This design comes from an exercise in tuning for small area on the open sky130 flow, not from production work.
Function was checked by simulation only, so behaviour that the tests miss may differ from the original.
No activity file was given, so power comes from the tool's default toggle rates.

==> module dds_core, before the edit <==
module dds_core(
    input clk,
    input rst,
    input mode,               
    input[1:0] wave_select,   
    input[11:0] freq_ctl,
    output[7:0] dac,
    output[15:0] theo_freq_bcd,
    output[15:0] freq_ctl_bcd
    );
    localparam [7167:0] QSIN = 7168'hfffffffffffffffffffffffffffffffffffffffffffffffffffffffffffffffffffffffffffffffffffffffffffffffffffffbf7efdfbf7efdfbf7efdfbf7efdfbf7efdfbf7efdfbf7efdfbf7efdfbf7efdfbf7efdfbf7efbf7efdfbf7efdfbf7efdfbf7efdfbf7efdfbf7efdfbf7efdfbf3e7cf9f3e7cf9f3e7cf9f3e7cf9f3e7cf9f3e7cf9efdfbf7efdfbf7efdfbf7efdfbf7efdfbf7ebd7af5ebd7af5ebd7af5ebd7af5ebd7af3e7cf9f3e7cf9f3e7cf9f3e7cf9f3e3c78f1e3c78f1e3c78f1e3c78efdfbf7efdfbf7efdfbf7efdfbf6eddbb76eddbb76eddbb76edd7af5ebd7af5ebd7af5ebd7a74e9d3a74e9d3a74e9d3a73e7cf9f3e7cf9f3e7cf9f2e5cb972e5cb972e5cb8f1e3c78f1e3c78f1e3c3870e1c3870e1c3870dfbf7efdfbf7efdfbf7eeddbb76eddbb76eddb76eddbb76eddbb76ecd9b366cd9b366cd9af5ebd7af5ebd7af56ad5ab56ad5ab56ad3a74e9d3a74e9d3a3468d1a3468d1a33e7cf9f3e7cf9f366cd9b366cd9b365cb972e5cb972e4c993264c993264c78f1e3c78f1e3c58b162c58b162c3870e1c3870e1c183060c183060bf7efdfbf7efdebd7af5ebd7af5dbb76eddbb76edcb972e5cb972ddbb76eddbb76ad5ab56ad5ab566cd9b366cd9b162c58b162c57af5ebd7af5eb56ad5ab56ad56ad5ab56ad5a952a54a952a53a74e9d3a74a952a54a952a3468d1a3468d0a142850a13e7cf9f3e7cf9d3a74e9d3a6cd9b366cd9b3264c993264b972e5cb972e54a952a54a93264c9932644891224488f1e3c78f1e3468d1a3468d162c58b162c48912244890e1c3870e1c2850a14285060c183060c0810204080fdfbf7efdfbe7cf9f3e7af5ebd7af5e3c78f1e3c76eddbb76edd3a74e9d3a72e5cb972e1c3870e1c376eddbb76ed9b366cd9ab56ad5ab568d1a3468d19b366cd9b264c993264c58b162c583060c18305ebd7af5eb972e5cb972d5ab56ad58b162c58b15ab56ad5aa54a952a54a54a952a542850a14274e9d3a74e993264c992a54a952a54891224488d1a3468d122448912242850a142810204080f9f3e7cf9e3c78f1e3c74e9d3a74e1c3870e1b366cd9b3468d1a3468c993264c983060c182e5cb972e58b162c58a952a54a952850a14284c993264c912244891122448912040810203c78f1e3c78e1c3870e1a3468d1a3060c183058b162c58a142850a1224489122040810204070e1c3870c183060c142850a142040810203060c1830408102040408102040000000000;
    localparam [2047:0] AMQ = 2048'h8096aab8bebcb2a18b755f4e43414755687e94a8b5bcbab1a18c77625147454a56687c91a3b0b7b6ae9f8c7966574d4b4f59697b8e9eaab0afa89c8c7b6a5d5553565f6c7b8b98a2a7a6a1978a7d70655f5d5f66707c8791989c9c9790887e756e6a696b6f757d848a8e908f8d89847f7b78767677797c7e818283838281808080;
    localparam [2047:0] AMC = 2048'h55550000055540301555500c0555444300044500000105000c000400cff0115000000000000000000000000000000000000000000000000000000000000000010000055503f0105403fc315500f300010000c00040430f0014000c00455003f1000000000000000000000000000000000000000000000000000000000000000003ff300003fcc30033fcf000ffc300fc3300030f3c03030f00c000000000003000000000000000000000000000000000000000000000000000000000000000000000000000000000000000000000000000000000000000000000000000000000;
    reg [11:0] acc;      
    reg [11:0] aq;       
    reg [7:0]  dds_q;    
    wire [10:0] h = aq[10:0];
    wire [10:0] j = ({1'b0, h[9:0] ^ {10{h[10]}}}) + {10'd0, h[10]};
    wire [6:0]  q = QSIN[j[9:0]*7 +: 7] | {7{j[10]}};
    wire        hz = (h == 11'd0);
    wire       inv = aq[11] & ~(hz & ~wave_select[1]);
    wire [6:0] lo = wave_select[1] ? aq[9:3] : q;
    wire [7:0] st = {wave_select[1] & aq[10], lo} ^ {8{inv}};
    reg [7:0] wave;
    always @(*) begin
        case (wave_select)
            2'd0: wave = {~st[7], st[6:0]};
            2'd1: wave = {8{~aq[11]}};
            2'd2: wave = st;
            default: wave = aq[11:4];
        endcase
    end
    always @(posedge clk) begin
        if (rst)
            acc <= 12'd0;
        else
            acc <= acc + (freq_ctl & {12{mode}});
    end
    always @(posedge clk) begin
        if (rst) begin
            aq <= 12'd0;
            dds_q <= 8'd0;
        end else if (mode) begin
            aq <= acc;
            dds_q <= wave;
        end
    end
    reg [7:0] am_r;
    reg am_d, am_h;
    wire am_en = ~mode;
    wire am_f = am_d & am_r[7];
    always @(posedge clk) begin
        if (rst) begin
            am_r <= 8'd131;
            am_d <= 1'b1;
            am_h <= 1'b1;
        end else if (am_en) begin
            if (!am_d) begin
                if (am_r[7]) begin
                    am_r <= 8'd127;
                    am_d <= 1'b1;
                end else
                    am_r <= am_r + 8'd1;
            end else begin
                if (am_r[6:0] == 7'd1) begin
                    am_r <= 8'd0;
                    am_d <= 1'b0;
                    am_h <= ~am_h;
                end else
                    am_r <= am_r - 8'd1;
            end
        end
    end
    wire [7:0] am_b = AMQ[am_r*8 +: 8];
    wire [1:0] am_c = AMC[{am_h, am_d, am_r}*2 +: 2];
    wire [7:0] am_v = (am_b ^ {8{am_h ^ am_d}}) + {{6{am_c[1]}}, am_c};
    wire [7:0] am = am_f ? {~(am_r[1] & am_r[0]), 7'd0} : am_v;
    assign dac = mode ? dds_q : am;
    reg [11:0] fc1, fc2;
    reg rst_q;
    always @(posedge clk) begin
        fc1 <= freq_ctl;
        rst_q <= rst;
        fc2 <= (rst | rst_q) ? 12'd0 : fc1;
    end
    function [15:0] bin2bcd(input [11:0] v);
        integer i;
        reg [27:0] sh;
        begin
            sh = {16'd0, v};
            for (i = 0; i < 12; i = i + 1) begin
                if (sh[15:12] > 4) sh[15:12] = sh[15:12] + 4'd3;
                if (sh[19:16] > 4) sh[19:16] = sh[19:16] + 4'd3;
                if (sh[23:20] > 4) sh[23:20] = sh[23:20] + 4'd3;
                if (sh[27:24] > 4) sh[27:24] = sh[27:24] + 4'd3;
                sh = sh << 1;
            end
            bin2bcd = sh[27:12];
        end
    endfunction
    assign freq_ctl_bcd = bin2bcd(fc2);
    wire [14:0] p1 = {3'b0, fc2} + {1'b0, fc2, 2'b0};
    wire [10:0] r1 = p1[10:0];
    wire [13:0] p2 = {3'b0, r1} + {1'b0, r1, 2'b0};
    wire [9:0]  r2 = p2[9:0];
    wire [12:0] p3 = {3'b0, r2} + {1'b0, r2, 2'b0};
    wire [8:0]  r3 = p3[8:0];
    wire [11:0] p4 = {3'b0, r3} + {1'b0, r3, 2'b0};
    assign theo_freq_bcd = {p1[14:11], p2[13:10], p3[12:9], p4[11:8]};
endmodule
export LEC_CHECK = 0
export ABC_AREA = 1
export CAP_MARGIN = 20
export CORE_MARGIN = 2
export CORE_UTILIZATION = 45
export CTS_BUF_LIST = sky130_fd_sc_hd__clkbuf_8
export CTS_CLUSTER_DIAMETER = 300
export CTS_CLUSTER_SIZE = 50
export GPL_TIMING_DRIVEN = 0
export SLEW_MARGIN = 20
export SYNTH_MEMORY_MAX_BITS = 65536
create_clock -name core_clock -period 15.0 [get_ports {clk}]
standard.sh (not shown) runs the stock make flow with config.mk's settings and CLKGATE_MAP_FILE= SYNTH_SCRIPT=/design/flow/synth_recipe.tcl, a recipe that flattens the netlist after the stock synthesis.
==> flow/flow/run.sh <==
#!/bin/bash
# Standard synthesis, then the combinational logic between the standard
# synthesis's registers is re-mapped by ABC with an area-oriented script
# (registers, their names and cell types are kept as they are); ABC runs
# with sixteen random seeds, four at a time, and the smallest netlist is kept;
# a second round re-maps that netlist with eight more seeds.
# Then the standard ORFS layout from floorplan to finish.
set -euo pipefail
R=$PWD/orfs/results/sky130hd/dds_core/base
bash standard.sh synth > synth.log 2>&1
cp $R/1_2_yosys.v $R/1_2_yosys_std.v
LIB=$FLOW_HOME/platforms/sky130hd/lib/sky130_fd_sc_hd__tt_025C_1v80.lib
DU="$(sed -n "/DONT_USE_CELLS +=/,/^#/p" $FLOW_HOME/platforms/sky130hd/config.mk | grep -o "sky130_fd_sc_hd__[a-z0-9_]*" | sed "s/^/-dont_use /" | tr "\n" " ") -dont_use sky130_fd_sc_hd__fa* -dont_use sky130_fd_sc_hd__ha*"
run_seed() {
  S=$1; IN=$2
  sed "s/@SEED@/$S/" flow/resyn.abc > resyn_$S.abc
  cat > resyn_$S.ys <<EOF
read_liberty -ignore_miss_func $LIB
read_verilog $IN
hierarchy -top $FLOW_TOP
setattr -mod -set keep_hierarchy 1 sky130_fd_sc_hd__*df*
flatten
hierarchy -top $FLOW_TOP
blackbox sky130_fd_sc_hd__*df*
delete t:\$scopeinfo
opt_clean -purge
abc -liberty $LIB $DU -script $PWD/resyn_$S.abc
opt_clean -purge
read_liberty -lib -ignore_miss_func $LIB
hilomap -singleton -hicell sky130_fd_sc_hd__conb_1 HI -locell sky130_fd_sc_hd__conb_1 LO
insbuf -buf sky130_fd_sc_hd__buf_1 A X
splitnets
opt_clean -purge
check -assert
tee -o resyn_stat_$S.log stat -liberty $LIB
write_verilog -noattr -nohex -nodec -noexpr $PWD/resyn_out_$S.v
EOF
  yosys -s resyn_$S.ys > resyn_$S.log 2>&1 || true
}
pick() {
  best=""; bestA=""
  for S in "$@"; do
    A=$(grep -i "chip area for module" resyn_stat_$S.log 2>/dev/null | awk '{print $NF}')
    [ -n "$A" ] || continue
    echo "seed $S area $A" >> resyn_pick.log
    if [ -z "$best" ] || awk "BEGIN{exit !($A < $bestA)}"; then best=$S; bestA=$A; fi
  done
  echo "picked seed $best area $bestA" >> resyn_pick.log
}
# round 1: from the standard synthesis netlist, sixteen seeds
for S in 0 1 2 3; do run_seed $S $R/1_2_yosys_std.v & done
wait
for S in 4 5 6 7; do run_seed $S $R/1_2_yosys_std.v & done
wait
for S in 8 9 20 21; do run_seed $S $R/1_2_yosys_std.v & done
wait
for S in 22 23 24 25; do run_seed $S $R/1_2_yosys_std.v & done
wait
pick 0 1 2 3 4 5 6 7 8 9 20 21 22 23 24 25
cp resyn_out_$best.v resyn_round1.v
# round 2: from the best round-1 netlist, eight seeds; keep it if nothing is smaller
for S in 10 11 12 13; do run_seed $S $PWD/resyn_round1.v & done
wait
for S in 14 15 16 17; do run_seed $S $PWD/resyn_round1.v & done
wait
pick $best 10 11 12 13 14 15 16 17
cp resyn_out_$best.v $R/1_2_yosys.v
rm -f $R/1_synth.odb $R/1_synth.sdc
export BUFFER_PORTS_ARGS="-buffer_cell sky130_fd_sc_hd__buf_1"
export CTS_ARGS="-sink_clustering_enable -repair_clock_nets -dont_use_dummy_load -sink_clustering_size 50 -sink_clustering_max_diameter 300 -buf_list sky130_fd_sc_hd__clkbuf_8"
bash standard.sh > layout.log 2>&1
Other scripts of this flow, unchanged in this note and not shown: flow/flow/resyn.abc
Rerun with:
--- a/flow/design.v
+++ b/flow/design.v
@@ -81,22 +81,32 @@
     reg rst_q;
     always @(posedge clk) begin
         fc1 <= freq_ctl;
         rst_q <= rst;
         fc2 <= (rst | rst_q) ? 12'd0 : fc1;
     end
+    function [3:0] add3(input [3:0] d);
+        case (d)
+            4'd5: add3 = 4'd8;
+            4'd6: add3 = 4'd9;
+            4'd7: add3 = 4'd10;
+            4'd8: add3 = 4'd11;
+            4'd9: add3 = 4'd12;
+            default: add3 = d;
+        endcase
+    endfunction
     function [15:0] bin2bcd(input [11:0] v);
         integer i;
         reg [27:0] sh;
         begin
             sh = {16'd0, v};
             for (i = 0; i < 12; i = i + 1) begin
-                if (sh[15:12] > 4) sh[15:12] = sh[15:12] + 4'd3;
-                if (sh[19:16] > 4) sh[19:16] = sh[19:16] + 4'd3;
-                if (sh[23:20] > 4) sh[23:20] = sh[23:20] + 4'd3;
-                if (sh[27:24] > 4) sh[27:24] = sh[27:24] + 4'd3;
+                sh[15:12] = add3(sh[15:12]);
+                sh[19:16] = add3(sh[19:16]);
+                sh[23:20] = add3(sh[23:20]);
+                sh[27:24] = add3(sh[27:24]);
                 sh = sh << 1;
             end
             bin2bcd = sh[27:12];
         end
     endfunction
     assign freq_ctl_bcd = bin2bcd(fc2);
=>
- The changed run passed the timing, design-rule and antenna checks
- routed wire length is lower by 3.1%
- design area barely changes
- final cell count is about the same
- register-to-register slack got worse by 0.75 ns
- total power is lower by 7.1%

==> separate check: timing with driven ports <==
Ports are ideal in the flow. The routed layouts listed here were re-timed in OpenROAD. Step 1, drivers: a clkbuf_16 drives clk and a buf_2 each remaining input, both assumed. Step 2 also shifts input and output timing later by t, the mid clock arrival at the registers, as if the neighbouring blocks saw the same clock. a / b / c = ideal ports / drivers / drivers and shift; a / b = the first two.
run	t, ns	setup WS [ns]	hold slack, ns	worst data-port slew with drivers (ns)
the first run	0.369	5.078 / 5.043 / 5.412	0.399 / 0.399 / 0.399	0.03
the second run	0.371	4.240 / 4.206 / 4.577	0.427 / 0.427 / 0.427	0.07
After both steps every run listed still meets setup and hold.
